Background: an optimization exercise with open tools, aiming at small area and a short achievable clock period. Do not read the settings as production practice.
No run shown here included a check of the RTL's function; only the layout flow was run.
Power figures rest on the tool's default switching activity, not on a simulated workload.

==> flow/design.v (outline; a module is shown in full before it is edited, if it fits) <==
// module mul8: 14 lines
// module mul16: 1102 lines
// module mul16_fa: 4 lines
// module mul16_cpa: 143 lines
// module mul16_xnor: 3 lines
module mul16(
    input clk,
    input logic[15:0] a,
    input logic[15:0] b,
    output logic[31:0] r
);
  // ...
==> flow/flow/run.sh <==
#!/bin/bash
# The standard layout (the standard.sh, standard synthesis unchanged), except that
# the port buffers are sky130_fd_sc_hd__buf_2 cells instead of the resizer's default pick
# (a clkdlybuf4s50_1 delay cell). Every input and output port still gets its buffer.
set -uo pipefail
export BUFFER_PORTS_ARGS="-buffer_cell sky130_fd_sc_hd__buf_2"
bash standard.sh > standard.log 2>&1
==> flow/standard.sh <==
#!/bin/bash
# synth_recipe.tcl (not shown) runs the flow's synth.tcl, then flattens the netlist and writes it again
# the make line also repeats each setting of config.mk as NAME=value (left out here)
make -C /OpenROAD-flow-scripts/flow DESIGN_CONFIG=/design/flow/config.mk WORK_HOME=/design/flow/orfs CLKGATE_MAP_FILE= SYNTH_SCRIPT=/design/flow/synth_recipe.tcl "${@:-finish}"
==> flow/config.mk <==
export PLATFORM = sky130hd
export DESIGN_NAME = mul16
export DESIGN_NICKNAME = mul16
export VERILOG_FILES = /design/flow/design.v
export SDC_FILE = /design/flow/constraint.sdc
export NUM_CORES = 4
export LEC_CHECK = 0
export CAP_MARGIN = 20
export CORE_MARGIN = 2
export CORE_UTILIZATION = 40
export SETUP_SLACK_MARGIN = 2.0
export SLEW_MARGIN = 20
export SYNTH_HIERARCHICAL = 1
export SYNTH_MINIMUM_KEEP_SIZE = 0
==> flow/constraint.sdc <==
create_clock -name core_clock -period 5.5 [get_ports {clk}]
set_input_delay 1.1000 -clock core_clock [delete_from_list [all_inputs] [get_ports {clk}]]
set_output_delay 1.1000 -clock core_clock [all_outputs]
set_load 0.01 [all_outputs]
==> summary.md, run 1 <==
| Metric | Value |
|---|---|
| # diodes | 0 |
| Final wirelength | around 20 mm |
| Final Util | 0.441 |
| Worst slew pin tran | just under 0.5 ns |
| Port buffer count | 64 |
| Clk buf depth | 2 |
| CLK BUF | 10 |
| Critical path cell sequence | buf_2 > nand2_1 > fa_2 > fa_2 > fa_2 > fa_2 > fa_1 |
| Logic power comb | approximately 4.2 mW |
| Layout cell share with drive strength beyond 1 | 0.159 |
| CTS tree | built |
| WL/cell | around 18 µm |
| Hold Slack | between 0.3 and 0.4 ns |
| Worst path required time | ~5.7 ns |
| Routed vias | between 5000 and 6000 |
| Critical Path Max Stage Delay | a little under 0.5 ns |
| VDD IR max | 0.333 mV |
| Sequential Power Share | 0.217 |
| Clk cell area share | 0.0306 |
| Setup crit end kind | flop |
| FF-to-FF End | r[27] |
| Storage cell area | approximately 2200 µm² |
| Combinational power share | 0.679 |
| Die span in x | approximately 150 µm |
| Fin. Hold Viols | 0 |
| Largest net degree at the start of global routing | 20 |
| Most common cell after layout, fill and taps aside | nand2_1 |
| Fin crit share | 0.627 |
| Status | complete, no violations |
| Seq/total area | 0.227 |
| PwrDens | around 650 nW/µm² |
| Place WS | approximately 1.7 ns |
| Clock latency on the worst-skew pair | roughly 0.36 ns |
| Path length in cells of the critical path | 7 |
==> module mul16, before the edit <==
module mul16(
    input clk,
    input logic[15:0] a,
    input logic[15:0] b,
    output logic[31:0] r
);
    wire pp0_0;
    wire pp0_1;
    wire pp0_2;
    wire pp0_3;
    wire pp0_4;
    wire pp0_5;
    wire pp0_6;
    wire pp0_7;
    wire pp0_8;
    wire pp0_9;
    wire pp0_10;
    wire pp0_11;
    wire pp0_12;
    wire pp0_13;
    wire pp0_14;
    wire pp0_15;
    wire pp1_0;
    wire pp1_1;
    wire pp1_2;
    wire pp1_3;
    wire pp1_4;
    wire pp1_5;
    wire pp1_6;
    wire pp1_7;
    wire pp1_8;
    wire pp1_9;
    wire pp1_10;
    wire pp1_11;
    wire pp1_12;
    wire pp1_13;
    wire pp1_14;
    wire pp1_15;
    wire pp2_0;
    wire pp2_1;
    wire pp2_2;
    wire pp2_3;
    wire pp2_4;
    wire pp2_5;
    wire pp2_6;
    wire pp2_7;
    wire pp2_8;
    wire pp2_9;
    wire pp2_10;
    wire pp2_11;
    wire pp2_12;
    wire pp2_13;
    wire pp2_14;
    wire pp2_15;
    wire pp3_0;
    wire pp3_1;
    wire pp3_2;
    wire pp3_3;
    wire pp3_4;
    wire pp3_5;
    wire pp3_6;
    wire pp3_7;
    wire pp3_8;
    wire pp3_9;
    wire pp3_10;
    wire pp3_11;
    wire pp3_12;
    wire pp3_13;
    wire pp3_14;
    wire pp3_15;
    wire pp4_0;
    wire pp4_1;
    wire pp4_2;
    wire pp4_3;
    wire pp4_4;
    wire pp4_5;
    wire pp4_6;
    wire pp4_7;
    wire pp4_8;
    wire pp4_9;
    wire pp4_10;
    wire pp4_11;
    wire pp4_12;
    wire pp4_13;
    wire pp4_14;
    wire pp4_15;
    wire pp5_0;
    wire pp5_1;
    wire pp5_2;
    wire pp5_3;
    wire pp5_4;
    wire pp5_5;
    wire pp5_6;
    wire pp5_7;
    wire pp5_8;
    wire pp5_9;
    wire pp5_10;
    wire pp5_11;
    wire pp5_12;
    wire pp5_13;
    wire pp5_14;
    wire pp5_15;
    wire pp6_0;
    wire pp6_1;
    wire pp6_2;
    wire pp6_3;
    wire pp6_4;
    wire pp6_5;
    wire pp6_6;
    wire pp6_7;
    wire pp6_8;
    wire pp6_9;
    wire pp6_10;
    wire pp6_11;
    wire pp6_12;
    wire pp6_13;
    wire pp6_14;
    wire pp6_15;
    wire pp7_0;
    wire pp7_1;
    wire pp7_2;
    wire pp7_3;
    wire pp7_4;
    wire pp7_5;
    wire pp7_6;
    wire pp7_7;
    wire pp7_8;
    wire pp7_9;
    wire pp7_10;
    wire pp7_11;
    wire pp7_12;
    wire pp7_13;
    wire pp7_14;
    wire pp7_15;
    wire pp8_0;
    wire pp8_1;
    wire pp8_2;
    wire pp8_3;
    wire pp8_4;
    wire pp8_5;
    wire pp8_6;
    wire pp8_7;
    wire pp8_8;
    wire pp8_9;
    wire pp8_10;
    wire pp8_11;
    wire pp8_12;
    wire pp8_13;
    wire pp8_14;
    wire pp8_15;
    wire pp9_0;
    wire pp9_1;
    wire pp9_2;
    wire pp9_3;
    wire pp9_4;
    wire pp9_5;
    wire pp9_6;
    wire pp9_7;
    wire pp9_8;
    wire pp9_9;
    wire pp9_10;
    wire pp9_11;
    wire pp9_12;
    wire pp9_13;
    wire pp9_14;
    wire pp9_15;
    wire pp10_0;
    wire pp10_1;
    wire pp10_2;
    wire pp10_3;
    wire pp10_4;
    wire pp10_5;
    wire pp10_6;
    wire pp10_7;
    wire pp10_8;
    wire pp10_9;
    wire pp10_10;
    wire pp10_11;
    wire pp10_12;
    wire pp10_13;
    wire pp10_14;
    wire pp10_15;
    wire pp11_0;
    wire pp11_1;
    wire pp11_2;
    wire pp11_3;
    wire pp11_4;
    wire pp11_5;
    wire pp11_6;
    wire pp11_7;
    wire pp11_8;
    wire pp11_9;
    wire pp11_10;
    wire pp11_11;
    wire pp11_12;
    wire pp11_13;
    wire pp11_14;
    wire pp11_15;
    wire pp12_0;
    wire pp12_1;
    wire pp12_2;
    wire pp12_3;
    wire pp12_4;
    wire pp12_5;
    wire pp12_6;
    wire pp12_7;
    wire pp12_8;
    wire pp12_9;
    wire pp12_10;
    wire pp12_11;
    wire pp12_12;
    wire pp12_13;
    wire pp12_14;
    wire pp12_15;
    wire pp13_0;
    wire pp13_1;
    wire pp13_2;
    wire pp13_3;
    wire pp13_4;
    wire pp13_5;
    wire pp13_6;
    wire pp13_7;
    wire pp13_8;
    wire pp13_9;
    wire pp13_10;
    wire pp13_11;
    wire pp13_12;
    wire pp13_13;
    wire pp13_14;
    wire pp13_15;
    wire pp14_0;
    wire pp14_1;
    wire pp14_2;
    wire pp14_3;
    wire pp14_4;
    wire pp14_5;
    wire pp14_6;
    wire pp14_7;
    wire pp14_8;
    wire pp14_9;
    wire pp14_10;
    wire pp14_11;
    wire pp14_12;
    wire pp14_13;
    wire pp14_14;
    wire pp14_15;
    wire pp15_0;
    wire pp15_1;
    wire pp15_2;
    wire pp15_3;
    wire pp15_4;
    wire pp15_5;
    wire pp15_6;
    wire pp15_7;
    wire pp15_8;
    wire pp15_9;
    wire pp15_10;
    wire pp15_11;
    wire pp15_12;
    wire pp15_13;
    wire pp15_14;
    wire pp15_15;
    wire s1, c2;
    wire s3, c4;
    wire s5, c6;
    wire s7, c8;
    wire s9, c10;
    wire s11, c12;
    wire s13, c14;
    wire s15, c16;
    wire s17, c18;
    wire s19, c20;
    wire s21, c22;
    wire s23, c24;
    wire s25, c26;
    wire s27, c28;
    wire s29, c30;
    wire s31, c32;
    wire s33, c34;
    wire s35, c36;
    wire s37, c38;
    wire s39, c40;
    wire s41, c42;
    wire s43, c44;
    wire s45, c46;
    wire s47, c48;
    wire s49, c50;
    wire s51, c52;
    wire s53, c54;
    wire s55, c56;
    wire s57, c58;
    wire s59, c60;
    wire s61, c62;
    wire s63, c64;
    wire s65, c66;
    wire s67, c68;
    wire s69, c70;
    wire s71, c72;
    wire s73, c74;
    wire s75, c76;
    wire s77, c78;
    wire s79, c80;
    wire s81, c82;
    wire s83, c84;
    wire s85, c86;
    wire s87, c88;
    wire s89, c90;
    wire s91, c92;
    wire s93, c94;
    wire s95, c96;
    wire s97, c98;
    wire s99, c100;
    wire s101, c102;
    wire s103, c104;
    wire s105, c106;
    wire s107, c108;
    wire s109, c110;
    wire s111, c112;
    wire s113, c114;
    wire s115, c116;
    wire s117, c118;
    wire s119, c120;
    wire s121, c122;
    wire s123, c124;
    wire s125, c126;
    wire s127, c128;
    wire s129, c130;
    wire s131, c132;
    wire s133, c134;
    wire s135, c136;
    wire s137, c138;
    wire s139, c140;
    wire s141, c142;
    wire s143, c144;
    wire s145, c146;
    wire s147, c148;
    wire s149, c150;
    wire s151, c152;
    wire s153, c154;
    wire s155, c156;
    wire s157, c158;
    wire s159, c160;
    wire s161, c162;
    wire s163, c164;
    wire s165, c166;
    wire s167, c168;
    wire s169, c170;
    wire s171, c172;
    wire s173, c174;
    wire s175, c176;
    wire s177, c178;
    wire s179, c180;
    wire s181, c182;
    wire s183, c184;
    wire s185, c186;
    wire s187, c188;
    wire s189, c190;
    wire s191, c192;
    wire s193, c194;
    wire s195, c196;
    wire s197, c198;
    wire s199, c200;
    wire s201, c202;
    wire s203, c204;
    wire s205, c206;
    wire s207, c208;
    wire s209, c210;
    wire s211, c212;
    wire s213, c214;
    wire s215, c216;
    wire s217, c218;
    wire s219, c220;
    wire s221, c222;
    wire s223, c224;
    wire s225, c226;
    wire s227, c228;
    wire s229, c230;
    wire s231, c232;
    wire s233, c234;
    wire s235, c236;
    wire s237, c238;
    wire s239, c240;
    wire s241, c242;
    wire s243, c244;
    wire s245, c246;
    wire s247, c248;
    wire s249, c250;
    wire s251, c252;
    wire s253, c254;
    wire s255, c256;
    wire s257, c258;
    wire s259, c260;
    wire s261, c262;
    wire s263, c264;
    wire s265, c266;
    wire s267, c268;
    wire s269, c270;
    wire s271, c272;
    wire s273, c274;
    wire s275, c276;
    wire s277, c278;
    wire s279, c280;
    wire s281, c282;
    wire s283, c284;
    wire s285, c286;
    wire s287, c288;
    wire s289, c290;
    wire s291, c292;
    wire s293, c294;
    wire s295, c296;
    wire s297, c298;
    wire s299, c300;
    wire s301, c302;
    wire s303, c304;
    wire s305, c306;
    wire s307, c308;
    wire s309, c310;
    wire s311, c312;
    wire s313, c314;
    wire s315, c316;
    wire s317, c318;
    wire s319, c320;
    wire s321, c322;
    wire s323, c324;
    wire s325, c326;
    wire s327, c328;
    wire s329, c330;
    wire s331, c332;
    wire s333, c334;
    wire s335, c336;
    wire s337, c338;
    wire s339, c340;
    wire s341, c342;
    wire s343, c344;
    wire s345, c346;
    wire s347, c348;
    wire s349, c350;
    wire s351, c352;
    wire s353, c354;
    wire s355, c356;
    wire s357, c358;
    wire s359, c360;
    wire s361, c362;
    wire s363, c364;
    wire s365, c366;
    wire s367, c368;
    wire s369, c370;
    wire s447, c448;
    wire s449, c450;
    wire s451, c452;
    wire s453, c454;
    wire s455, c456;
    wire s457, c458;
    wire s459, c460;
    wire s461, c462;
    wire s463, c464;
    wire s465, c466;
    wire s467, c468;
    wire s469, c470;
    wire s471, c472;
    wire s473, c474;
    wire s475, c476;
    wire s477, c478;
    wire s479, c480;
    wire s481, c482;
    wire s483, c484;
    wire s485, c486;
    wire s487, c488;
    wire s489, c490;
    wire s491, c492;
    wire s493, c494;
    wire s495, c496;
    wire s497, c498;
    wire s499, c500;
    wire s501, c502;
    wire s503, c504;
    wire s505, c506;
    logic [75:0] q;
    wire q371 = q[0];
    wire q372 = q[1];
    wire q373 = q[2];
    wire q374 = q[3];
    wire q375 = q[4];
    wire q376 = q[5];
    wire q377 = q[6];
    wire q378 = q[7];
    wire q379 = q[8];
    wire q380 = q[9];
    wire q381 = q[10];
    wire q382 = q[11];
    wire q383 = q[12];
    wire q384 = q[13];
    wire q385 = q[14];
    wire q386 = q[15];
    wire q387 = q[16];
    wire q388 = q[17];
    wire q389 = q[18];
    wire q390 = q[19];
    wire q391 = q[20];
    wire q392 = q[21];
    wire q393 = q[22];
    wire q394 = q[23];
    wire q395 = q[24];
    wire q396 = q[25];
    wire q397 = q[26];
    wire q398 = q[27];
    wire q399 = q[28];
    wire q400 = q[29];
    wire q401 = q[30];
    wire q402 = q[31];
    wire q403 = q[32];
    wire q404 = q[33];
    wire q405 = q[34];
    wire q406 = q[35];
    wire q407 = q[36];
    wire q408 = q[37];
    wire q409 = q[38];
    wire q410 = q[39];
    wire q411 = q[40];
    wire q412 = q[41];
    wire q413 = q[42];
    wire q414 = q[43];
    wire q415 = q[44];
    wire q416 = q[45];
    wire q417 = q[46];
    wire q418 = q[47];
    wire q419 = q[48];
    wire q420 = q[49];
    wire q421 = q[50];
    wire q422 = q[51];
    wire q423 = q[52];
    wire q424 = q[53];
    wire q425 = q[54];
    wire q426 = q[55];
    wire q427 = q[56];
    wire q428 = q[57];
    wire q429 = q[58];
    wire q430 = q[59];
    wire q431 = q[60];
    wire q432 = q[61];
    wire q433 = q[62];
    wire q434 = q[63];
    wire q435 = q[64];
    wire q436 = q[65];
    wire q437 = q[66];
    wire q438 = q[67];
    wire q439 = q[68];
    wire q440 = q[69];
    wire q441 = q[70];
    wire q442 = q[71];
    wire q443 = q[72];
    wire q444 = q[73];
    wire q445 = q[74];
    wire q446 = q[75];
    wire [31:0] xn = {1'b1, q445, q443, q441, q439, q437, q436, c504, c502, s501, s499, c494, c490, s489, c482, s479, s475, s471, s467, c460, s459, s455, s453, s451, s449, q380, q376, q375, q374, q373, q372, q371};
    wire [31:0] yn = {1'b1, q446, q444, q442, q440, q438, c506, s505, s503, c500, c498, s497, s493, c486, s485, s481, c472, c468, c464, s463, s457, c454, c452, c450, c448, s447, 1'b1, 1'b1, 1'b1, 1'b1, 1'b1, 1'b1};
    assign pp0_0 = ~(a[0] & b[0]);
    assign pp0_1 = ~(a[0] & b[1]);
    assign pp0_2 = ~(a[0] & b[2]);
    assign pp0_3 = ~(a[0] & b[3]);
    assign pp0_4 = ~(a[0] & b[4]);
    assign pp0_5 = ~(a[0] & b[5]);
    assign pp0_6 = ~(a[0] & b[6]);
    assign pp0_7 = ~(a[0] & b[7]);
    assign pp0_8 = ~(a[0] & b[8]);
    assign pp0_9 = ~(a[0] & b[9]);
    assign pp0_10 = ~(a[0] & b[10]);
    assign pp0_11 = ~(a[0] & b[11]);
    assign pp0_12 = ~(a[0] & b[12]);
    assign pp0_13 = ~(a[0] & b[13]);
    assign pp0_14 = ~(a[0] & b[14]);
    assign pp0_15 = ~(a[0] & b[15]);
    assign pp1_0 = ~(a[1] & b[0]);
    assign pp1_1 = ~(a[1] & b[1]);
    assign pp1_2 = ~(a[1] & b[2]);
    assign pp1_3 = ~(a[1] & b[3]);
    assign pp1_4 = ~(a[1] & b[4]);
    assign pp1_5 = ~(a[1] & b[5]);
    assign pp1_6 = ~(a[1] & b[6]);
    assign pp1_7 = ~(a[1] & b[7]);
    assign pp1_8 = ~(a[1] & b[8]);
    assign pp1_9 = ~(a[1] & b[9]);
    assign pp1_10 = ~(a[1] & b[10]);
    assign pp1_11 = ~(a[1] & b[11]);
    assign pp1_12 = ~(a[1] & b[12]);
    assign pp1_13 = ~(a[1] & b[13]);
    assign pp1_14 = ~(a[1] & b[14]);
    assign pp1_15 = ~(a[1] & b[15]);
    assign pp2_0 = ~(a[2] & b[0]);
    assign pp2_1 = ~(a[2] & b[1]);
    assign pp2_2 = ~(a[2] & b[2]);
    assign pp2_3 = ~(a[2] & b[3]);
    assign pp2_4 = ~(a[2] & b[4]);
    assign pp2_5 = ~(a[2] & b[5]);
    assign pp2_6 = ~(a[2] & b[6]);
    assign pp2_7 = ~(a[2] & b[7]);
    assign pp2_8 = ~(a[2] & b[8]);
    assign pp2_9 = ~(a[2] & b[9]);
    assign pp2_10 = ~(a[2] & b[10]);
    assign pp2_11 = ~(a[2] & b[11]);
    assign pp2_12 = ~(a[2] & b[12]);
    assign pp2_13 = ~(a[2] & b[13]);
    assign pp2_14 = ~(a[2] & b[14]);
    assign pp2_15 = ~(a[2] & b[15]);
    assign pp3_0 = ~(a[3] & b[0]);
    assign pp3_1 = ~(a[3] & b[1]);
    assign pp3_2 = ~(a[3] & b[2]);
    assign pp3_3 = ~(a[3] & b[3]);
    assign pp3_4 = ~(a[3] & b[4]);
    assign pp3_5 = ~(a[3] & b[5]);
    assign pp3_6 = ~(a[3] & b[6]);
    assign pp3_7 = ~(a[3] & b[7]);
    assign pp3_8 = ~(a[3] & b[8]);
    assign pp3_9 = ~(a[3] & b[9]);
    assign pp3_10 = ~(a[3] & b[10]);
    assign pp3_11 = ~(a[3] & b[11]);
    assign pp3_12 = ~(a[3] & b[12]);
    assign pp3_13 = ~(a[3] & b[13]);
    assign pp3_14 = ~(a[3] & b[14]);
    assign pp3_15 = ~(a[3] & b[15]);
    assign pp4_0 = ~(a[4] & b[0]);
    assign pp4_1 = ~(a[4] & b[1]);
    assign pp4_2 = ~(a[4] & b[2]);
    assign pp4_3 = ~(a[4] & b[3]);
    assign pp4_4 = ~(a[4] & b[4]);
    assign pp4_5 = ~(a[4] & b[5]);
    assign pp4_6 = ~(a[4] & b[6]);
    assign pp4_7 = ~(a[4] & b[7]);
    assign pp4_8 = ~(a[4] & b[8]);
    assign pp4_9 = ~(a[4] & b[9]);
    assign pp4_10 = ~(a[4] & b[10]);
    assign pp4_11 = ~(a[4] & b[11]);
    assign pp4_12 = ~(a[4] & b[12]);
    assign pp4_13 = ~(a[4] & b[13]);
    assign pp4_14 = ~(a[4] & b[14]);
    assign pp4_15 = ~(a[4] & b[15]);
    assign pp5_0 = ~(a[5] & b[0]);
    assign pp5_1 = ~(a[5] & b[1]);
    assign pp5_2 = ~(a[5] & b[2]);
    assign pp5_3 = ~(a[5] & b[3]);
    assign pp5_4 = ~(a[5] & b[4]);
    assign pp5_5 = ~(a[5] & b[5]);
    assign pp5_6 = ~(a[5] & b[6]);
    assign pp5_7 = ~(a[5] & b[7]);
    assign pp5_8 = ~(a[5] & b[8]);
    assign pp5_9 = ~(a[5] & b[9]);
    assign pp5_10 = ~(a[5] & b[10]);
    assign pp5_11 = ~(a[5] & b[11]);
    assign pp5_12 = ~(a[5] & b[12]);
    assign pp5_13 = ~(a[5] & b[13]);
    assign pp5_14 = ~(a[5] & b[14]);
    assign pp5_15 = ~(a[5] & b[15]);
    assign pp6_0 = ~(a[6] & b[0]);
    assign pp6_1 = ~(a[6] & b[1]);
    assign pp6_2 = ~(a[6] & b[2]);
    assign pp6_3 = ~(a[6] & b[3]);
    assign pp6_4 = ~(a[6] & b[4]);
    assign pp6_5 = ~(a[6] & b[5]);
    assign pp6_6 = ~(a[6] & b[6]);
    assign pp6_7 = ~(a[6] & b[7]);
    assign pp6_8 = ~(a[6] & b[8]);
    assign pp6_9 = ~(a[6] & b[9]);
    assign pp6_10 = ~(a[6] & b[10]);
    assign pp6_11 = ~(a[6] & b[11]);
    assign pp6_12 = ~(a[6] & b[12]);
    assign pp6_13 = ~(a[6] & b[13]);
    assign pp6_14 = ~(a[6] & b[14]);
    assign pp6_15 = ~(a[6] & b[15]);
    assign pp7_0 = ~(a[7] & b[0]);
    assign pp7_1 = ~(a[7] & b[1]);
    assign pp7_2 = ~(a[7] & b[2]);
    assign pp7_3 = ~(a[7] & b[3]);
    assign pp7_4 = ~(a[7] & b[4]);
    assign pp7_5 = ~(a[7] & b[5]);
    assign pp7_6 = ~(a[7] & b[6]);
    assign pp7_7 = ~(a[7] & b[7]);
    assign pp7_8 = ~(a[7] & b[8]);
    assign pp7_9 = ~(a[7] & b[9]);
    assign pp7_10 = ~(a[7] & b[10]);
    assign pp7_11 = ~(a[7] & b[11]);
    assign pp7_12 = ~(a[7] & b[12]);
    assign pp7_13 = ~(a[7] & b[13]);
    assign pp7_14 = ~(a[7] & b[14]);
    assign pp7_15 = ~(a[7] & b[15]);
    assign pp8_0 = ~(a[8] & b[0]);
    assign pp8_1 = ~(a[8] & b[1]);
    assign pp8_2 = ~(a[8] & b[2]);
    assign pp8_3 = ~(a[8] & b[3]);
    assign pp8_4 = ~(a[8] & b[4]);
    assign pp8_5 = ~(a[8] & b[5]);
    assign pp8_6 = ~(a[8] & b[6]);
    assign pp8_7 = ~(a[8] & b[7]);
    assign pp8_8 = ~(a[8] & b[8]);
    assign pp8_9 = ~(a[8] & b[9]);
    assign pp8_10 = ~(a[8] & b[10]);
    assign pp8_11 = ~(a[8] & b[11]);
    assign pp8_12 = ~(a[8] & b[12]);
    assign pp8_13 = ~(a[8] & b[13]);
    assign pp8_14 = ~(a[8] & b[14]);
    assign pp8_15 = ~(a[8] & b[15]);
    assign pp9_0 = ~(a[9] & b[0]);
    assign pp9_1 = ~(a[9] & b[1]);
    assign pp9_2 = ~(a[9] & b[2]);
    assign pp9_3 = ~(a[9] & b[3]);
    assign pp9_4 = ~(a[9] & b[4]);
    assign pp9_5 = ~(a[9] & b[5]);
    assign pp9_6 = ~(a[9] & b[6]);
    assign pp9_7 = ~(a[9] & b[7]);
    assign pp9_8 = ~(a[9] & b[8]);
    assign pp9_9 = ~(a[9] & b[9]);
    assign pp9_10 = ~(a[9] & b[10]);
    assign pp9_11 = ~(a[9] & b[11]);
    assign pp9_12 = ~(a[9] & b[12]);
    assign pp9_13 = ~(a[9] & b[13]);
    assign pp9_14 = ~(a[9] & b[14]);
    assign pp9_15 = ~(a[9] & b[15]);
    assign pp10_0 = ~(a[10] & b[0]);
    assign pp10_1 = ~(a[10] & b[1]);
    assign pp10_2 = ~(a[10] & b[2]);
    assign pp10_3 = ~(a[10] & b[3]);
    assign pp10_4 = ~(a[10] & b[4]);
    assign pp10_5 = ~(a[10] & b[5]);
    assign pp10_6 = ~(a[10] & b[6]);
    assign pp10_7 = ~(a[10] & b[7]);
    assign pp10_8 = ~(a[10] & b[8]);
    assign pp10_9 = ~(a[10] & b[9]);
    assign pp10_10 = ~(a[10] & b[10]);
    assign pp10_11 = ~(a[10] & b[11]);
    assign pp10_12 = ~(a[10] & b[12]);
    assign pp10_13 = ~(a[10] & b[13]);
    assign pp10_14 = ~(a[10] & b[14]);
    assign pp10_15 = ~(a[10] & b[15]);
    assign pp11_0 = ~(a[11] & b[0]);
    assign pp11_1 = ~(a[11] & b[1]);
    assign pp11_2 = ~(a[11] & b[2]);
    assign pp11_3 = ~(a[11] & b[3]);
    assign pp11_4 = ~(a[11] & b[4]);
    assign pp11_5 = ~(a[11] & b[5]);
    assign pp11_6 = ~(a[11] & b[6]);
    assign pp11_7 = ~(a[11] & b[7]);
    assign pp11_8 = ~(a[11] & b[8]);
    assign pp11_9 = ~(a[11] & b[9]);
    assign pp11_10 = ~(a[11] & b[10]);
    assign pp11_11 = ~(a[11] & b[11]);
    assign pp11_12 = ~(a[11] & b[12]);
    assign pp11_13 = ~(a[11] & b[13]);
    assign pp11_14 = ~(a[11] & b[14]);
    assign pp11_15 = ~(a[11] & b[15]);
    assign pp12_0 = ~(a[12] & b[0]);
    assign pp12_1 = ~(a[12] & b[1]);
    assign pp12_2 = ~(a[12] & b[2]);
    assign pp12_3 = ~(a[12] & b[3]);
    assign pp12_4 = ~(a[12] & b[4]);
    assign pp12_5 = ~(a[12] & b[5]);
    assign pp12_6 = ~(a[12] & b[6]);
    assign pp12_7 = ~(a[12] & b[7]);
    assign pp12_8 = ~(a[12] & b[8]);
    assign pp12_9 = ~(a[12] & b[9]);
    assign pp12_10 = ~(a[12] & b[10]);
    assign pp12_11 = ~(a[12] & b[11]);
    assign pp12_12 = ~(a[12] & b[12]);
    assign pp12_13 = ~(a[12] & b[13]);
    assign pp12_14 = ~(a[12] & b[14]);
    assign pp12_15 = ~(a[12] & b[15]);
    assign pp13_0 = ~(a[13] & b[0]);
    assign pp13_1 = ~(a[13] & b[1]);
    assign pp13_2 = ~(a[13] & b[2]);
    assign pp13_3 = ~(a[13] & b[3]);
    assign pp13_4 = ~(a[13] & b[4]);
    assign pp13_5 = ~(a[13] & b[5]);
    assign pp13_6 = ~(a[13] & b[6]);
    assign pp13_7 = ~(a[13] & b[7]);
    assign pp13_8 = ~(a[13] & b[8]);
    assign pp13_9 = ~(a[13] & b[9]);
    assign pp13_10 = ~(a[13] & b[10]);
    assign pp13_11 = ~(a[13] & b[11]);
    assign pp13_12 = ~(a[13] & b[12]);
    assign pp13_13 = ~(a[13] & b[13]);
    assign pp13_14 = ~(a[13] & b[14]);
    assign pp13_15 = ~(a[13] & b[15]);
    assign pp14_0 = ~(a[14] & b[0]);
    assign pp14_1 = ~(a[14] & b[1]);
    assign pp14_2 = ~(a[14] & b[2]);
    assign pp14_3 = ~(a[14] & b[3]);
    assign pp14_4 = ~(a[14] & b[4]);
    assign pp14_5 = ~(a[14] & b[5]);
    assign pp14_6 = ~(a[14] & b[6]);
    assign pp14_7 = ~(a[14] & b[7]);
    assign pp14_8 = ~(a[14] & b[8]);
    assign pp14_9 = ~(a[14] & b[9]);
    assign pp14_10 = ~(a[14] & b[10]);
    assign pp14_11 = ~(a[14] & b[11]);
    assign pp14_12 = ~(a[14] & b[12]);
    assign pp14_13 = ~(a[14] & b[13]);
    assign pp14_14 = ~(a[14] & b[14]);
    assign pp14_15 = ~(a[14] & b[15]);
    assign pp15_0 = ~(a[15] & b[0]);
    assign pp15_1 = ~(a[15] & b[1]);
    assign pp15_2 = ~(a[15] & b[2]);
    assign pp15_3 = ~(a[15] & b[3]);
    assign pp15_4 = ~(a[15] & b[4]);
    assign pp15_5 = ~(a[15] & b[5]);
    assign pp15_6 = ~(a[15] & b[6]);
    assign pp15_7 = ~(a[15] & b[7]);
    assign pp15_8 = ~(a[15] & b[8]);
    assign pp15_9 = ~(a[15] & b[9]);
    assign pp15_10 = ~(a[15] & b[10]);
    assign pp15_11 = ~(a[15] & b[11]);
    assign pp15_12 = ~(a[15] & b[12]);
    assign pp15_13 = ~(a[15] & b[13]);
    assign pp15_14 = ~(a[15] & b[14]);
    assign pp15_15 = ~(a[15] & b[15]);
    mul16_xnor us1 (.x(pp0_1), .y(pp1_0), .s(s1));
    assign c2 = pp0_1 | pp1_0;
    mul16_fa us3 (.x(pp0_2), .y(pp1_1), .z(pp2_0), .s(s3), .c(c4));
    mul16_xnor us5 (.x(c2), .y(s3), .s(s5));
    assign c6 = c2 | s3;
    mul16_fa us7 (.x(pp0_3), .y(pp1_2), .z(pp2_1), .s(s7), .c(c8));
    mul16_fa us9 (.x(pp3_0), .y(c4), .z(s7), .s(s9), .c(c10));
    mul16_xnor us11 (.x(c6), .y(s9), .s(s11));
    assign c12 = c6 | s9;
    mul16_fa us13 (.x(pp0_4), .y(pp1_3), .z(pp2_2), .s(s13), .c(c14));
    mul16_fa us15 (.x(pp3_1), .y(pp4_0), .z(c8), .s(s15), .c(c16));
    mul16_fa us17 (.x(s13), .y(s15), .z(c10), .s(s17), .c(c18));
    mul16_xnor us19 (.x(c12), .y(s17), .s(s19));
    assign c20 = c12 | s17;
    mul16_fa us21 (.x(pp0_5), .y(pp1_4), .z(pp2_3), .s(s21), .c(c22));
    mul16_fa us23 (.x(pp3_2), .y(pp4_1), .z(pp5_0), .s(s23), .c(c24));
    mul16_fa us25 (.x(c14), .y(s21), .z(s23), .s(s25), .c(c26));
    mul16_fa us27 (.x(c16), .y(s25), .z(c18), .s(s27), .c(c28));
    mul16_xnor us29 (.x(c20), .y(s27), .s(s29));
    assign c30 = c20 | s27;
    mul16_fa us31 (.x(pp0_6), .y(pp1_5), .z(pp2_4), .s(s31), .c(c32));
    mul16_fa us33 (.x(pp3_3), .y(pp4_2), .z(pp5_1), .s(s33), .c(c34));
    mul16_fa us35 (.x(pp6_0), .y(c22), .z(c24), .s(s35), .c(c36));
    mul16_fa us37 (.x(s31), .y(s33), .z(c26), .s(s37), .c(c38));
    mul16_fa us39 (.x(pp0_7), .y(pp1_6), .z(pp2_5), .s(s39), .c(c40));
    mul16_fa us41 (.x(pp3_4), .y(pp4_3), .z(pp5_2), .s(s41), .c(c42));
    mul16_fa us43 (.x(pp6_1), .y(pp7_0), .z(c32), .s(s43), .c(c44));
    mul16_fa us45 (.x(c34), .y(s39), .z(s41), .s(s45), .c(c46));
    mul16_fa us47 (.x(c36), .y(s43), .z(s45), .s(s47), .c(c48));
    mul16_fa us49 (.x(pp0_8), .y(pp1_7), .z(pp2_6), .s(s49), .c(c50));
    mul16_fa us51 (.x(pp3_5), .y(pp4_4), .z(pp5_3), .s(s51), .c(c52));
    mul16_fa us53 (.x(pp6_2), .y(pp7_1), .z(pp8_0), .s(s53), .c(c54));
    mul16_fa us55 (.x(c40), .y(c42), .z(s49), .s(s55), .c(c56));
    mul16_fa us57 (.x(s51), .y(s53), .z(c44), .s(s57), .c(c58));
    mul16_fa us59 (.x(c46), .y(s55), .z(s57), .s(s59), .c(c60));
    mul16_fa us61 (.x(pp0_9), .y(pp1_8), .z(pp2_7), .s(s61), .c(c62));
    mul16_fa us63 (.x(pp3_6), .y(pp4_5), .z(pp5_4), .s(s63), .c(c64));
    mul16_fa us65 (.x(pp6_3), .y(pp7_2), .z(pp8_1), .s(s65), .c(c66));
    mul16_fa us67 (.x(pp9_0), .y(c50), .z(c52), .s(s67), .c(c68));
    mul16_fa us69 (.x(c54), .y(s61), .z(s63), .s(s69), .c(c70));
    mul16_fa us71 (.x(s65), .y(c56), .z(s67), .s(s71), .c(c72));
    mul16_fa us73 (.x(s69), .y(c58), .z(s71), .s(s73), .c(c74));
    mul16_fa us75 (.x(pp0_10), .y(pp1_9), .z(pp2_8), .s(s75), .c(c76));
    mul16_fa us77 (.x(pp3_7), .y(pp4_6), .z(pp5_5), .s(s77), .c(c78));
    mul16_fa us79 (.x(pp6_4), .y(pp7_3), .z(pp8_2), .s(s79), .c(c80));
    mul16_fa us81 (.x(pp9_1), .y(pp10_0), .z(c62), .s(s81), .c(c82));
    mul16_fa us83 (.x(c64), .y(c66), .z(s75), .s(s83), .c(c84));
    mul16_fa us85 (.x(s77), .y(s79), .z(c68), .s(s85), .c(c86));
    mul16_fa us87 (.x(s81), .y(c70), .z(s83), .s(s87), .c(c88));
    mul16_fa us89 (.x(s85), .y(c72), .z(s87), .s(s89), .c(c90));
    mul16_fa us91 (.x(pp0_11), .y(pp1_10), .z(pp2_9), .s(s91), .c(c92));
    mul16_fa us93 (.x(pp3_8), .y(pp4_7), .z(pp5_6), .s(s93), .c(c94));
    mul16_fa us95 (.x(pp6_5), .y(pp7_4), .z(pp8_3), .s(s95), .c(c96));
    mul16_fa us97 (.x(pp9_2), .y(pp10_1), .z(pp11_0), .s(s97), .c(c98));
    mul16_fa us99 (.x(c76), .y(c78), .z(c80), .s(s99), .c(c100));
    mul16_fa us101 (.x(s91), .y(s93), .z(s95), .s(s101), .c(c102));
    mul16_fa us103 (.x(s97), .y(c82), .z(c84), .s(s103), .c(c104));
    mul16_fa us105 (.x(s99), .y(s101), .z(c86), .s(s105), .c(c106));
    mul16_fa us107 (.x(pp0_12), .y(pp1_11), .z(pp2_10), .s(s107), .c(c108));
    mul16_fa us109 (.x(pp3_9), .y(pp4_8), .z(pp5_7), .s(s109), .c(c110));
    mul16_fa us111 (.x(pp6_6), .y(pp7_5), .z(pp8_4), .s(s111), .c(c112));
    mul16_fa us113 (.x(pp9_3), .y(pp10_2), .z(pp11_1), .s(s113), .c(c114));
    mul16_fa us115 (.x(pp12_0), .y(c92), .z(c94), .s(s115), .c(c116));
    mul16_fa us117 (.x(c96), .y(c98), .z(s107), .s(s117), .c(c118));
    mul16_fa us119 (.x(s109), .y(s111), .z(s113), .s(s119), .c(c120));
    mul16_fa us121 (.x(c100), .y(s115), .z(c102), .s(s121), .c(c122));
    mul16_fa us123 (.x(s117), .y(s119), .z(c104), .s(s123), .c(c124));
    mul16_fa us125 (.x(pp0_13), .y(pp1_12), .z(pp2_11), .s(s125), .c(c126));
    mul16_fa us127 (.x(pp3_10), .y(pp4_9), .z(pp5_8), .s(s127), .c(c128));
    mul16_fa us129 (.x(pp6_7), .y(pp7_6), .z(pp8_5), .s(s129), .c(c130));
    mul16_fa us131 (.x(pp9_4), .y(pp10_3), .z(pp11_2), .s(s131), .c(c132));
    mul16_fa us133 (.x(pp12_1), .y(pp13_0), .z(c108), .s(s133), .c(c134));
    mul16_fa us135 (.x(c110), .y(c112), .z(c114), .s(s135), .c(c136));
    mul16_fa us137 (.x(s125), .y(s127), .z(s129), .s(s137), .c(c138));
    mul16_fa us139 (.x(s131), .y(c116), .z(s133), .s(s139), .c(c140));
    mul16_fa us141 (.x(c118), .y(c120), .z(s135), .s(s141), .c(c142));
    mul16_fa us143 (.x(s137), .y(c122), .z(s139), .s(s143), .c(c144));
    mul16_fa us145 (.x(pp0_14), .y(pp1_13), .z(pp2_12), .s(s145), .c(c146));
    mul16_fa us147 (.x(pp3_11), .y(pp4_10), .z(pp5_9), .s(s147), .c(c148));
    mul16_fa us149 (.x(pp6_8), .y(pp7_7), .z(pp8_6), .s(s149), .c(c150));
    mul16_fa us151 (.x(pp9_5), .y(pp10_4), .z(pp11_3), .s(s151), .c(c152));
    mul16_fa us153 (.x(pp12_2), .y(pp13_1), .z(pp14_0), .s(s153), .c(c154));
    mul16_fa us155 (.x(c126), .y(c128), .z(c130), .s(s155), .c(c156));
    mul16_fa us157 (.x(c132), .y(s145), .z(s147), .s(s157), .c(c158));
    mul16_fa us159 (.x(s149), .y(s151), .z(s153), .s(s159), .c(c160));
    mul16_fa us161 (.x(c134), .y(c136), .z(c138), .s(s161), .c(c162));
    mul16_fa us163 (.x(s155), .y(s157), .z(s159), .s(s163), .c(c164));
    mul16_fa us165 (.x(c140), .y(c142), .z(s161), .s(s165), .c(c166));
    mul16_fa us167 (.x(pp0_15), .y(pp1_14), .z(pp2_13), .s(s167), .c(c168));
    mul16_fa us169 (.x(pp3_12), .y(pp4_11), .z(pp5_10), .s(s169), .c(c170));
    mul16_fa us171 (.x(pp6_9), .y(pp7_8), .z(pp8_7), .s(s171), .c(c172));
    mul16_fa us173 (.x(pp9_6), .y(pp10_5), .z(pp11_4), .s(s173), .c(c174));
    mul16_fa us175 (.x(pp12_3), .y(pp13_2), .z(pp14_1), .s(s175), .c(c176));
    mul16_fa us177 (.x(pp15_0), .y(c146), .z(c148), .s(s177), .c(c178));
    mul16_fa us179 (.x(c150), .y(c152), .z(c154), .s(s179), .c(c180));
    mul16_fa us181 (.x(s167), .y(s169), .z(s171), .s(s181), .c(c182));
    mul16_fa us183 (.x(s173), .y(s175), .z(c156), .s(s183), .c(c184));
    mul16_fa us185 (.x(c158), .y(s177), .z(c160), .s(s185), .c(c186));
    mul16_fa us187 (.x(s179), .y(s181), .z(s183), .s(s187), .c(c188));
    mul16_fa us189 (.x(c162), .y(c164), .z(s185), .s(s189), .c(c190));
    mul16_fa us191 (.x(pp1_15), .y(pp2_14), .z(pp3_13), .s(s191), .c(c192));
    mul16_fa us193 (.x(pp4_12), .y(pp5_11), .z(pp6_10), .s(s193), .c(c194));
    mul16_fa us195 (.x(pp7_9), .y(pp8_8), .z(pp9_7), .s(s195), .c(c196));
    mul16_fa us197 (.x(pp10_6), .y(pp11_5), .z(pp12_4), .s(s197), .c(c198));
    mul16_fa us199 (.x(pp13_3), .y(pp14_2), .z(pp15_1), .s(s199), .c(c200));
    mul16_fa us201 (.x(c168), .y(c170), .z(c172), .s(s201), .c(c202));
    mul16_fa us203 (.x(c174), .y(c176), .z(s191), .s(s203), .c(c204));
    mul16_fa us205 (.x(s193), .y(s195), .z(s197), .s(s205), .c(c206));
    mul16_fa us207 (.x(s199), .y(c178), .z(c180), .s(s207), .c(c208));
    mul16_fa us209 (.x(c182), .y(s201), .z(s203), .s(s209), .c(c210));
    mul16_fa us211 (.x(s205), .y(c184), .z(s207), .s(s211), .c(c212));
    mul16_fa us213 (.x(pp2_15), .y(pp3_14), .z(pp4_13), .s(s213), .c(c214));
    mul16_fa us215 (.x(pp5_12), .y(pp6_11), .z(pp7_10), .s(s215), .c(c216));
    mul16_fa us217 (.x(pp8_9), .y(pp9_8), .z(pp10_7), .s(s217), .c(c218));
    mul16_fa us219 (.x(pp11_6), .y(pp12_5), .z(pp13_4), .s(s219), .c(c220));
    mul16_fa us221 (.x(pp14_3), .y(pp15_2), .z(c192), .s(s221), .c(c222));
    mul16_fa us223 (.x(c194), .y(c196), .z(c198), .s(s223), .c(c224));
    mul16_fa us225 (.x(c200), .y(s213), .z(s215), .s(s225), .c(c226));
    mul16_fa us227 (.x(s217), .y(s219), .z(c202), .s(s227), .c(c228));
    mul16_fa us229 (.x(s221), .y(c204), .z(c206), .s(s229), .c(c230));
    mul16_fa us231 (.x(s223), .y(s225), .z(c208), .s(s231), .c(c232));
    mul16_fa us233 (.x(s227), .y(c210), .z(s229), .s(s233), .c(c234));
    mul16_fa us235 (.x(pp3_15), .y(pp4_14), .z(pp5_13), .s(s235), .c(c236));
    mul16_fa us237 (.x(pp6_12), .y(pp7_11), .z(pp8_10), .s(s237), .c(c238));
    mul16_fa us239 (.x(pp9_9), .y(pp10_8), .z(pp11_7), .s(s239), .c(c240));
    mul16_fa us241 (.x(pp12_6), .y(pp13_5), .z(pp14_4), .s(s241), .c(c242));
    mul16_fa us243 (.x(pp15_3), .y(c214), .z(c216), .s(s243), .c(c244));
    mul16_fa us245 (.x(c218), .y(c220), .z(s235), .s(s245), .c(c246));
    mul16_fa us247 (.x(s237), .y(s239), .z(s241), .s(s247), .c(c248));
    mul16_fa us249 (.x(c222), .y(c224), .z(c226), .s(s249), .c(c250));
    mul16_fa us251 (.x(s243), .y(s245), .z(s247), .s(s251), .c(c252));
    mul16_fa us253 (.x(c228), .y(c230), .z(s249), .s(s253), .c(c254));
    mul16_fa us255 (.x(pp4_15), .y(pp5_14), .z(pp6_13), .s(s255), .c(c256));
    mul16_fa us257 (.x(pp7_12), .y(pp8_11), .z(pp9_10), .s(s257), .c(c258));
    mul16_fa us259 (.x(pp10_9), .y(pp11_8), .z(pp12_7), .s(s259), .c(c260));
    mul16_fa us261 (.x(pp13_6), .y(pp14_5), .z(pp15_4), .s(s261), .c(c262));
    mul16_fa us263 (.x(c236), .y(c238), .z(c240), .s(s263), .c(c264));
    mul16_fa us265 (.x(c242), .y(s255), .z(s257), .s(s265), .c(c266));
    mul16_fa us267 (.x(s259), .y(s261), .z(c244), .s(s267), .c(c268));
    mul16_fa us269 (.x(c246), .y(c248), .z(s263), .s(s269), .c(c270));
    mul16_fa us271 (.x(s265), .y(s267), .z(c250), .s(s271), .c(c272));
    mul16_fa us273 (.x(pp5_15), .y(pp6_14), .z(pp7_13), .s(s273), .c(c274));
    mul16_fa us275 (.x(pp8_12), .y(pp9_11), .z(pp10_10), .s(s275), .c(c276));
    mul16_fa us277 (.x(pp11_9), .y(pp12_8), .z(pp13_7), .s(s277), .c(c278));
    mul16_fa us279 (.x(pp14_6), .y(pp15_5), .z(c256), .s(s279), .c(c280));
    mul16_fa us281 (.x(c258), .y(c260), .z(c262), .s(s281), .c(c282));
    mul16_fa us283 (.x(s273), .y(s275), .z(s277), .s(s283), .c(c284));
    mul16_fa us285 (.x(c264), .y(s279), .z(c266), .s(s285), .c(c286));
    mul16_fa us287 (.x(s281), .y(s283), .z(c268), .s(s287), .c(c288));
    mul16_fa us289 (.x(pp6_15), .y(pp7_14), .z(pp8_13), .s(s289), .c(c290));
    mul16_fa us291 (.x(pp9_12), .y(pp10_11), .z(pp11_10), .s(s291), .c(c292));
    mul16_fa us293 (.x(pp12_9), .y(pp13_8), .z(pp14_7), .s(s293), .c(c294));
    mul16_fa us295 (.x(pp15_6), .y(c274), .z(c276), .s(s295), .c(c296));
    mul16_fa us297 (.x(c278), .y(s289), .z(s291), .s(s297), .c(c298));
    mul16_fa us299 (.x(s293), .y(c280), .z(c282), .s(s299), .c(c300));
    mul16_fa us301 (.x(s295), .y(c284), .z(s297), .s(s301), .c(c302));
    mul16_fa us303 (.x(c286), .y(s299), .z(s301), .s(s303), .c(c304));
    mul16_fa us305 (.x(pp7_15), .y(pp8_14), .z(pp9_13), .s(s305), .c(c306));
    mul16_fa us307 (.x(pp10_12), .y(pp11_11), .z(pp12_10), .s(s307), .c(c308));
    mul16_fa us309 (.x(pp13_9), .y(pp14_8), .z(pp15_7), .s(s309), .c(c310));
    mul16_fa us311 (.x(c290), .y(c292), .z(c294), .s(s311), .c(c312));
    mul16_fa us313 (.x(s305), .y(s307), .z(s309), .s(s313), .c(c314));
    mul16_fa us315 (.x(c296), .y(c298), .z(s311), .s(s315), .c(c316));
    mul16_fa us317 (.x(s313), .y(c300), .z(c302), .s(s317), .c(c318));
    mul16_fa us319 (.x(pp8_15), .y(pp9_14), .z(pp10_13), .s(s319), .c(c320));
    mul16_fa us321 (.x(pp11_12), .y(pp12_11), .z(pp13_10), .s(s321), .c(c322));
    mul16_fa us323 (.x(pp14_9), .y(pp15_8), .z(c306), .s(s323), .c(c324));
    mul16_fa us325 (.x(c308), .y(c310), .z(s319), .s(s325), .c(c326));
    mul16_fa us327 (.x(s321), .y(c312), .z(s323), .s(s327), .c(c328));
    mul16_fa us329 (.x(c314), .y(s325), .z(c316), .s(s329), .c(c330));
    mul16_fa us331 (.x(pp9_15), .y(pp10_14), .z(pp11_13), .s(s331), .c(c332));
    mul16_fa us333 (.x(pp12_12), .y(pp13_11), .z(pp14_10), .s(s333), .c(c334));
    mul16_fa us335 (.x(pp15_9), .y(c320), .z(c322), .s(s335), .c(c336));
    mul16_fa us337 (.x(s331), .y(s333), .z(c324), .s(s337), .c(c338));
    mul16_fa us339 (.x(c326), .y(s335), .z(c328), .s(s339), .c(c340));
    mul16_fa us341 (.x(pp10_15), .y(pp11_14), .z(pp12_13), .s(s341), .c(c342));
    mul16_fa us343 (.x(pp13_12), .y(pp14_11), .z(pp15_10), .s(s343), .c(c344));
    mul16_fa us345 (.x(c332), .y(c334), .z(s341), .s(s345), .c(c346));
    mul16_fa us347 (.x(s343), .y(c336), .z(s345), .s(s347), .c(c348));
    mul16_fa us349 (.x(c338), .y(s347), .z(c340), .s(s349), .c(c350));
    mul16_fa us351 (.x(pp11_15), .y(pp12_14), .z(pp13_13), .s(s351), .c(c352));
    mul16_fa us353 (.x(pp14_12), .y(pp15_11), .z(c342), .s(s353), .c(c354));
    mul16_fa us355 (.x(c344), .y(s351), .z(s353), .s(s355), .c(c356));
    mul16_fa us357 (.x(c346), .y(s355), .z(c348), .s(s357), .c(c358));
    mul16_fa us359 (.x(pp12_15), .y(pp13_14), .z(pp14_13), .s(s359), .c(c360));
    mul16_fa us361 (.x(pp15_12), .y(c352), .z(s359), .s(s361), .c(c362));
    mul16_fa us363 (.x(c354), .y(s361), .z(c356), .s(s363), .c(c364));
    mul16_fa us365 (.x(pp13_15), .y(pp14_14), .z(pp15_13), .s(s365), .c(c366));
    mul16_fa us367 (.x(c360), .y(s365), .z(c362), .s(s367), .c(c368));
    mul16_fa us369 (.x(pp14_15), .y(pp15_14), .z(c366), .s(s369), .c(c370));
    mul16_fa us447 (.x(q377), .y(q378), .z(q379), .s(s447), .c(c448));
    mul16_xnor us449 (.x(q381), .y(q382), .s(s449));
    assign c450 = q381 | q382;
    mul16_xnor us451 (.x(q383), .y(q384), .s(s451));
    assign c452 = q383 | q384;
    mul16_xnor us453 (.x(q385), .y(q386), .s(s453));
    assign c454 = q385 | q386;
    mul16_xnor us455 (.x(q387), .y(q388), .s(s455));
    assign c456 = q387 | q388;
    mul16_fa us457 (.x(q389), .y(q390), .z(q391), .s(s457), .c(c458));
    mul16_xnor us459 (.x(q392), .y(c456), .s(s459));
    assign c460 = q392 | c456;
    mul16_fa us461 (.x(q393), .y(q394), .z(q395), .s(s461), .c(c462));
    mul16_xnor us463 (.x(c458), .y(s461), .s(s463));
    assign c464 = c458 | s461;
    mul16_fa us465 (.x(q396), .y(q397), .z(q398), .s(s465), .c(c466));
    mul16_xnor us467 (.x(c462), .y(s465), .s(s467));
    assign c468 = c462 | s465;
    mul16_fa us469 (.x(q399), .y(q400), .z(q401), .s(s469), .c(c470));
    mul16_xnor us471 (.x(c466), .y(s469), .s(s471));
    assign c472 = c466 | s469;
    mul16_fa us473 (.x(q402), .y(q403), .z(q404), .s(s473), .c(c474));
    mul16_xnor us475 (.x(c470), .y(s473), .s(s475));
    assign c476 = c470 | s473;
    mul16_fa us477 (.x(q405), .y(q406), .z(q407), .s(s477), .c(c478));
    mul16_fa us479 (.x(q408), .y(q409), .z(c474), .s(s479), .c(c480));
    mul16_xnor us481 (.x(s477), .y(c476), .s(s481));
    assign c482 = s477 | c476;
    mul16_fa us483 (.x(q410), .y(q411), .z(q412), .s(s483), .c(c484));
    mul16_fa us485 (.x(c478), .y(s483), .z(c480), .s(s485), .c(c486));
    mul16_fa us487 (.x(q413), .y(q414), .z(q415), .s(s487), .c(c488));
    mul16_fa us489 (.x(q416), .y(c484), .z(s487), .s(s489), .c(c490));
    mul16_fa us491 (.x(q417), .y(q418), .z(q419), .s(s491), .c(c492));
    mul16_fa us493 (.x(q420), .y(c488), .z(s491), .s(s493), .c(c494));
    mul16_fa us495 (.x(q421), .y(q422), .z(q423), .s(s495), .c(c496));
    mul16_fa us497 (.x(q424), .y(c492), .z(s495), .s(s497), .c(c498));
    mul16_fa us499 (.x(q425), .y(q426), .z(c496), .s(s499), .c(c500));
    mul16_fa us501 (.x(q427), .y(q428), .z(q429), .s(s501), .c(c502));
    mul16_fa us503 (.x(q430), .y(q431), .z(q432), .s(s503), .c(c504));
    mul16_fa us505 (.x(q433), .y(q434), .z(q435), .s(s505), .c(c506));
    wire [25:0] cg, cp, cs;
    assign cg[0] = xn[6] & yn[6];
    assign cp[0] = xn[6] ^ yn[6];
    assign cg[1] = xn[7] & yn[7];
    assign cp[1] = xn[7] ^ yn[7];
    assign cg[2] = xn[8] & yn[8];
    assign cp[2] = xn[8] ^ yn[8];
    assign cg[3] = xn[9] & yn[9];
    assign cp[3] = xn[9] ^ yn[9];
    assign cg[4] = xn[10] & yn[10];
    assign cp[4] = xn[10] ^ yn[10];
    assign cg[5] = xn[11] & yn[11];
    assign cp[5] = xn[11] ^ yn[11];
    assign cg[6] = xn[12] & yn[12];
    assign cp[6] = xn[12] ^ yn[12];
    assign cg[7] = xn[13] & yn[13];
    assign cp[7] = xn[13] ^ yn[13];
    assign cg[8] = xn[14] & yn[14];
    assign cp[8] = xn[14] ^ yn[14];
    assign cg[9] = xn[15] & yn[15];
    assign cp[9] = xn[15] ^ yn[15];
    assign cg[10] = xn[16] & yn[16];
    assign cp[10] = xn[16] ^ yn[16];
    assign cg[11] = xn[17] & yn[17];
    assign cp[11] = xn[17] ^ yn[17];
    assign cg[12] = xn[18] & yn[18];
    assign cp[12] = xn[18] ^ yn[18];
    assign cg[13] = xn[19] & yn[19];
    assign cp[13] = xn[19] ^ yn[19];
    assign cg[14] = xn[20] & yn[20];
    assign cp[14] = xn[20] ^ yn[20];
    assign cg[15] = xn[21] & yn[21];
    assign cp[15] = xn[21] ^ yn[21];
    assign cg[16] = xn[22] & yn[22];
    assign cp[16] = xn[22] ^ yn[22];
    assign cg[17] = xn[23] & yn[23];
    assign cp[17] = xn[23] ^ yn[23];
    assign cg[18] = xn[24] & yn[24];
    assign cp[18] = xn[24] ^ yn[24];
    assign cg[19] = xn[25] & yn[25];
    assign cp[19] = xn[25] ^ yn[25];
    assign cg[20] = xn[26] & yn[26];
    assign cp[20] = xn[26] ^ yn[26];
    assign cg[21] = xn[27] & yn[27];
    assign cp[21] = xn[27] ^ yn[27];
    assign cg[22] = xn[28] & yn[28];
    assign cp[22] = xn[28] ^ yn[28];
    assign cg[23] = xn[29] & yn[29];
    assign cp[23] = xn[29] ^ yn[29];
    assign cg[24] = xn[30] & yn[30];
    assign cp[24] = xn[30] ^ yn[30];
    assign cg[25] = xn[31] & yn[31];
    assign cp[25] = xn[31] ^ yn[31];
    mul16_cpa ucpa (.gi(cg), .pi(cp), .s(cs));
    wire [31:0] sum = {cs, ~xn[5], ~xn[4], ~xn[3], ~xn[2], ~xn[1], ~xn[0]};
    always_ff @(posedge clk) begin
        q <= {c370, pp15_15, c368, s369, c364, s367, c358, s363, c350, s357, s349, s339, c330, s337, s329, c318, s327, s317, c304, s315, s303, c288, c272, s287, s285, c270, s271, c254, s269, c252, s253, c234, c232, s251, s233, s231, c212, c190, s211, c188, s209, c186, s189, c166, s187, s165, c144, s163, s143, c124, s141, s123, c106, s121, c90, s105, s103, c88, s89, c74, s73, c60, s59, c48, s47, c38, c30, c28, s37, s35, s29, s19, s11, s5, s1, pp0_0};
        r <= sum;
    end
endmodule
==> run 2, diff against run 1 <==
--- a/flow/design.v
+++ b/flow/design.v
@@ -1102,28 +1102,30 @@
     assign cg[22] = xn[28] & yn[28];
     assign cp[22] = xn[28] ^ yn[28];
     assign cg[23] = xn[29] & yn[29];
     assign cp[23] = xn[29] ^ yn[29];
     assign cg[24] = xn[30] & yn[30];
     assign cp[24] = xn[30] ^ yn[30];
     assign cg[25] = xn[31] & yn[31];
     assign cp[25] = xn[31] ^ yn[31];
-    mul16_cpa ucpa (.gi(cg), .pi(cp), .s(cs));
+    mul16_cpa ucpa (.gi(cg), .pi(cp), .co(cco));
+    wire [24:0] cco;
+    assign cs = {~(cp[25] ^ cco[24]), ~(cp[24] ^ cco[23]), ~(cp[23] ^ cco[22]), ~(cp[22] ^ cco[21]), ~(cp[21] ^ cco[20]), ~(cp[20] ^ cco[19]), ~(cp[19] ^ cco[18]), ~(cp[18] ^ cco[17]), ~(cp[17] ^ cco[16]), ~(cp[16] ^ cco[15]), ~(cp[15] ^ cco[14]), ~(cp[14] ^ cco[13]), ~(cp[13] ^ cco[12]), ~(cp[12] ^ cco[11]), ~(cp[11] ^ cco[10]), ~(cp[10] ^ cco[9]), ~(cp[9] ^ cco[8]), ~(cp[8] ^ cco[7]), ~(cp[7] ^ cco[6]), ~(cp[6] ^ cco[5]), ~(cp[5] ^ cco[4]), ~(cp[4] ^ cco[3]), ~(cp[3] ^ cco[2]), ~(cp[2] ^ cco[1]), ~(cp[1] ^ cco[0]), cp[0]};
     wire [31:0] sum = {cs, ~xn[5], ~xn[4], ~xn[3], ~xn[2], ~xn[1], ~xn[0]};
     always_ff @(posedge clk) begin
         q <= {c370, pp15_15, c368, s369, c364, s367, c358, s363, c350, s357, s349, s339, c330, s337, s329, c318, s327, s317, c304, s315, s303, c288, c272, s287, s285, c270, s271, c254, s269, c252, s253, c234, c232, s251, s233, s231, c212, c190, s211, c188, s209, c186, s189, c166, s187, s165, c144, s163, s143, c124, s141, s123, c106, s121, c90, s105, s103, c88, s89, c74, s73, c60, s59, c48, s47, c38, c30, c28, s37, s35, s29, s19, s11, s5, s1, pp0_0};
         r <= sum;
     end
 endmodule
 module mul16_fa(input x, input y, input z, output s, output c);
     assign s = x ^ y ^ z;
     assign c = (x & y) | (x & z) | (y & z);
 endmodule
-module mul16_cpa(input [25:0] gi, input [25:0] pi, output [25:0] s);
+module mul16_cpa(input [25:0] gi, input [25:0] pi, output [24:0] co);
     wire g0 = gi[0] | pi[0];
     wire p0 = pi[0];
     wire g1 = gi[1];
     wire p1 = pi[1];
     wire g2 = gi[2];
     wire p2 = pi[2];
     wire g3 = gi[3];
     wire p3 = pi[3];
@@ -1254,13 +1256,13 @@
     wire G41 = g18 | (p18 & G30);
     wire P41 = p18 & P30;
     wire G42 = g20 | (p20 & G26);
     wire P42 = p20 & P26;
     wire G43 = g22 | (p22 & G31);
     wire P43 = p22 & P31;
     wire G44 = g24 | (p24 & G24);
     wire P44 = p24 & P24;
-    assign s = {~(p25 ^ G44), ~(p24 ^ G24), ~(p23 ^ G43), ~(p22 ^ G31), ~(p21 ^ G42), ~(p20 ^ G26), ~(p19 ^ G41), ~(p18 ^ G30), ~(p17 ^ G40), ~(p16 ^ G23), ~(p15 ^ G39), ~(p14 ^ G29), ~(p13 ^ G38), ~(p12 ^ G25), ~(p11 ^ G37), ~(p10 ^ G28), ~(p9 ^ G36), ~(p8 ^ G20), ~(p7 ^ G35), ~(p6 ^ G27), ~(p5 ^ G34), ~(p4 ^ G14), ~(p3 ^ G33), ~(p2 ^ G1), ~(p1 ^ g0), p0};
+    assign co = {G44, G24, G43, G31, G42, G26, G41, G30, G40, G23, G39, G29, G38, G25, G37, G28, G36, G20, G35, G27, G34, G14, G33, G1, g0};
 endmodule
 module mul16_xnor(input x, input y, output s);
     assign s = ~(x ^ y);
 endmodule
==> flow/flow/run.sh (replaced) <==
#!/bin/bash
set -uo pipefail
here=$(pwd)
export BUFFER_PORTS_ARGS="-buffer_cell sky130_fd_sc_hd__buf_4"
export PRE_RESIZE_TCL="$here/flow/outbuf.tcl"
bash standard.sh > standard.log 2>&1
==> flow/flow/outbuf.tcl (new file) <==
# Sourced by ORFS's resize.tcl before repair_design: the buffer that buffer_ports put on
# each output port becomes a sky130_fd_sc_hd__buf_1.
set n 0
foreach port [get_ports -filter "direction==output"] {
  set net [get_nets [get_full_name $port]]
  foreach pin [get_pins -of_objects $net -filter "direction==output"] {
    set inst [get_cells -of_objects $pin]
    if {[get_property $inst ref_name] eq "sky130_fd_sc_hd__buf_4"} {
      replace_cell $inst sky130_fd_sc_hd__buf_1
      incr n
    }
  }
}
puts "outbuf.tcl: $n output buffers made buf_1"
==> flow/config.mk (replaced) <==
export PLATFORM = sky130hd
export DESIGN_NAME = mul16
export DESIGN_NICKNAME = mul16
export VERILOG_FILES = /design/flow/design.v
export SDC_FILE = /design/flow/constraint.sdc
export NUM_CORES = 4
export LEC_CHECK = 0
export CAP_MARGIN = 20
export CORE_MARGIN = 2
export CORE_UTILIZATION = 40
export CTS_BUF_LIST = sky130_fd_sc_hd__clkbuf_8
export CTS_CLUSTER_SIZE = 12
export SETUP_SLACK_MARGIN = 2.0
export SLEW_MARGIN = 20
export SYNTH_HIERARCHICAL = 1
export SYNTH_MINIMUM_KEEP_SIZE = 0
==> run 2 against run 1 <==
Compared with the run above: first-iteration DRC count is 9.3% higher; synthesized cell count is 1.9% higher; global-route usage is 1.1 points lower; area after synthesis is 1.8% higher; clock-buffer cell count is 1 lower; utilization is 0.84 points lower; via count is 0.61% higher; combinational power is 5.2% higher; clock power is 28% lower; flip-flop and latch count stayed put; die area is 1.8% higher; hold slack better by 0.0064 ns.
==> summary.md, run 2 <==
| Metric | Value |
|---|---|
| Setup violators final | 0 (unchanged) |
| Crit path max fanout | 5 (was 16) |
| NetSw | 2.77 mW (was 2.82 mW) |
| Core ar. | 21800 µm² (was 21600 µm²) |
| Sw Share | 0.444 (was 0.454) |
| Clk root buf | clkbuf_8 (was clkbuf_16) |
| R2r startpoint | q[32] (unchanged) |
| Syn Area/Cell | 10.9 µm² (about the same) |
| Inst Count DP | 1069 (was 1078) |
| FP Rows | 54 (unchanged) |
| RSZ-0062 raised after global routing | no (unchanged) |
| Most common cell after layout, fill and taps aside | nand2_1 (unchanged) |
| Fin. max-slew vios | 0 (unchanged) |
| Antenna violations before repair | 0 (unchanged) |
| Setup TNS after final layout | 0 ns (unchanged) |
| Status | complete, no violations (unchanged) |
| Worst path required time | 5.83 ns (was 5.73 ns) |
| Combined area of the multi-input logic cells | 6330 µm² (was 6290 µm²) |
| DR vias/cell | 5.15 (was 5.08) |
| Synth Warn # | 7 (unchanged) |
| Fmax | 301 MHz (was 290 MHz) |
| Tmin final | 3.32 ns (was 3.45 ns) |
| Final Total Pwr | 6.24 mW (was 6.20 mW) |
| Vias in the first global route | 5977 (was 6052) |
| Routed vias | 5597 (was 5563) |
| Fin. Hold Viols | 0 (unchanged) |
| Hold Slack | 0.366 ns (was 0.359 ns) |
| Worst slew pin tran | 0.401 ns (was 0.492 ns) |
| Fill count | 2043 (was 2058) |
| Tot GR Track Use | 0.175 (was 0.186) |
| Area delta synth->final | 5.97% (was 9.00%) |
| Critical Setup Path Class | reg -> reg (was in -> reg) |
| Remaining DRCs | 0 (unchanged) |
| First-pass GRT wire length | 31.9 mm (was 33.3 mm) |
| Clock latency on the worst-skew pair | 0.40 ns (was 0.36 ns) |
| Clk buf depth | 2 (unchanged) |
| Fin crit share | 0.603 (was 0.627) |
| Layout cell share with drive strength beyond 1 | 0.121 (was 0.159) |
| # IOs | 65 (unchanged) |
| Hold Crit Start | q[3] (was q[1]) |
| CP arrival | 3.64 ns (was 3.68 ns) |
| Starting density of the core | 0.408 (was 0.405) |
| Nature of the critical path startpoint | flop (was input pin) |
| Reg clk slew, reported paths | 0.11 ns (was 0.08 ns) |
| VDD IR max | 0.418 mV (was 0.333 mV) |
| Sequential Power Share | 0.216 (was 0.217) |
| CTS tree | built (unchanged) |
| PwrDens | 661 nW/µm² (was 651 nW/µm²) |
| Largest net degree at the start of global routing | 20 (unchanged) |
| Final wirelength | 19.7 mm (was 20.3 mm) |
| Die height | 153 µm (was 152 µm) |
| Most frequent cells in the layout | 258 x nand2_1, 186 x fa_1, 108 x dfxtp_1 (was 261 x nand2_1, 186 x fa_1, 107 x dfxtp_1) |
| Max FFs per register | 76 (unchanged) |
| 1st-pass router iterations | 5 (was 4) |
| Top Registers | q (76), r (32) (unchanged) |
| Final HPWL DP | 14.5 mm (was 15.3 mm) |
| Clk pwr share | 0.074 (was 0.104) |
| Clk_skew | 0.0167 ns (was 0.00728 ns) |
| Die span in x | 153 µm (was 152 µm) |
| Combinational power share | 0.710 (was 0.679) |
| Storage cell area | 2160 µm² (about the same) |
| Place WS | 1.57 ns (was 1.67 ns) |
| Setup crit end kind | flop (unchanged) |
| # diodes | 0 (unchanged) |
| WL/cell | 18.1 µm (was 18.5 µm) |
| TritonCTS Buffers | 9 (unchanged) |
| Clock Sink Count | 108 (unchanged) |
| Non-filler cells, final | 1087 (was 1096) |
| Gp weighted congestion | 0.809 (was 0.877) |
| Tightest Hold Check Type | reg -> reg (unchanged) |
| Syn_nets | 1072 (was 1070) |
| Hold-fix buffers, CTS | 0 (unchanged) |
| Die area | 23500 µm² (was 23100 µm²) |
| Leakage | 3.41 nW (was 3.65 nW) |
| Post-Syn Instances | 814 (was 799) |
| Port buffer count | 64 (unchanged) |
| Largest Register | q (unchanged) |
| Total grt overflow | 0 (unchanged) |
| Max_slew headroom | 0.732 (was 0.670) |
| Synth Cell Area | 8910 µm² (was 8750 µm²) |
| Max_cap viols | 0 (unchanged) |
| P_int | 3.47 mW (was 3.39 mW) |
| Clock H-tree levels | 3 (unchanged) |
| Iter 0 DRT Violations | 377 (was 345) |
| Setup ws final | 2.18 ns (was 2.05 ns) |
| Crit path launch | q[32] (was a[13]) |
| Post-layout net count | 1060 (was 1082) |
| ANT nets after route | 0 (unchanged) |
-- run 2: cell count changes in the layout (fill, tap and decap cells not counted), moves of 5 or more --
cell	delta
xnor2_1	+24
o21ai_0	+5
xor2_1	-12
inv_1	-12
nor2_1	-13
ha_1	-14
buf_1	+32
clkbuf_8	+8
buf_4	+32
a21o_1	+7
buf_2	-62
clkbuf_16	-9
-- run 2: worst paths after layout --
| check | to | cells past startpoint | slack (ns) |
|---|---|---|---|
| max | r[30] | 12 | 2.18 |
| min | r[3] | 1 | 0.37 |
| max reg2reg | r[30] | 12 | 2.18 |
| min reg2reg | r[3] | 1 | 0.37 |
-- run 2: timing repair --
item | 4_1_cts | 5_1_grt
resized for setup | 6 | 6
cloned | 0 | 0
pin swaps | 2 | 2
endpoints found under the setup margin | 10 | 9
buffers inserted | 2 | 0
-- run 2: routing by layer --
| layer | global-route usage | vias to the layer above | wire length [µm] | share of wire |
|---|---|---|---|---|
| met5 | 0 | - | 0 | 0 |
| met4 | 0.0538 | 0 | 402 | 0.020 |
| met3 | 0.0499 | 35 | 1540 | 0.078 |
| met2 | 0.279 | 229 | 9520 | 0.48 |
| met1 | 0.234 | 2900 | 8200 | 0.42 |
| li1 | - | 2433 | - | - |
-- run 2: power by group through the flow --
| stage | Clock [mW] | Sequential, mW | Combinational, mW |
|---|---|---|---|
| 6_report | 0.463 | 1.35 | 4.43 |
| 5_1_grt | 0.521 | 1.39 | 5.00 |
| 4_1_cts | 0.489 | 1.35 | 4.39 |
| 3_5_place_dp | 0 | 1.37 | 4.22 |
| 3_3_place_gp | 0 | 1.37 | 4.29 |
| 2_1_floorplan | 0 | 1.40 | 3.89 |
-- run 2: stage by stage --
step	util	instance area (µm²)
6_report	0.433	9440
5_1_grt	0.433	9440
4_1_cts	0.431	9410
3_5_place_dp	0.421	9180
3_3_place_gp	0.426	9300
2_1_floorplan	-	9170
-- run 2: critical path, cell delays in order, from the launching register on --
cell and delay, ns:
dfxtp_1 0.33, fa_2 0.39, fa_2 0.37, fa_1 0.44, ha_4 0.31, nand4_1 0.07, buf_4 0.17, nor4_4 0.28
a32oi_2 0.17, a21o_4 0.28, o21ai_2 0.16, a21o_1 0.14, xnor2_1 0.12
-- run 2: layout make-up --
type,count,area share
Tap cell,280,0.0371
Sequential cell,108,0.229
Clock buffer,9,0.0131
Inverter,12,0.00477
Clock inverter,7,0.00610
Timing Repair Buffer,66,0.0398
Multi-Input combinational cell,605,0.670

port drivers added, routing unchanged:
Ports are ideal in the flow. The routed layouts listed here were re-timed in OpenROAD. Step 1 assumes that a clkbuf_16 drives the clock port and a buf_2 every other input. Step 2 moves the port delays by t, midway between the first and last clock arrival at a register: inputs arrive t later, outputs are due t later. That takes back most of the time a late clock gives input paths. Three values: ideal ports, drivers, drivers and shift; two values: the first two.
run	shift t [ns]	setup slack, ns	clock arrival spread, ns	slew at the worst register clock pin (ns)	cell pins on the clock port's net
run 1	0.400	2.052 / 2.074 / 1.674	0.008 / 0.008	0.08 / 0.08	1
run 2	0.434	2.183 / 2.183 / 1.806	0.017 / 0.017	0.11 / 0.11	1
After both steps setup and hold are still met in every run listed. For run 1, which loses most, drivers alone change the setup slack by +0.022 ns; drivers and shift together by -0.378 ns.
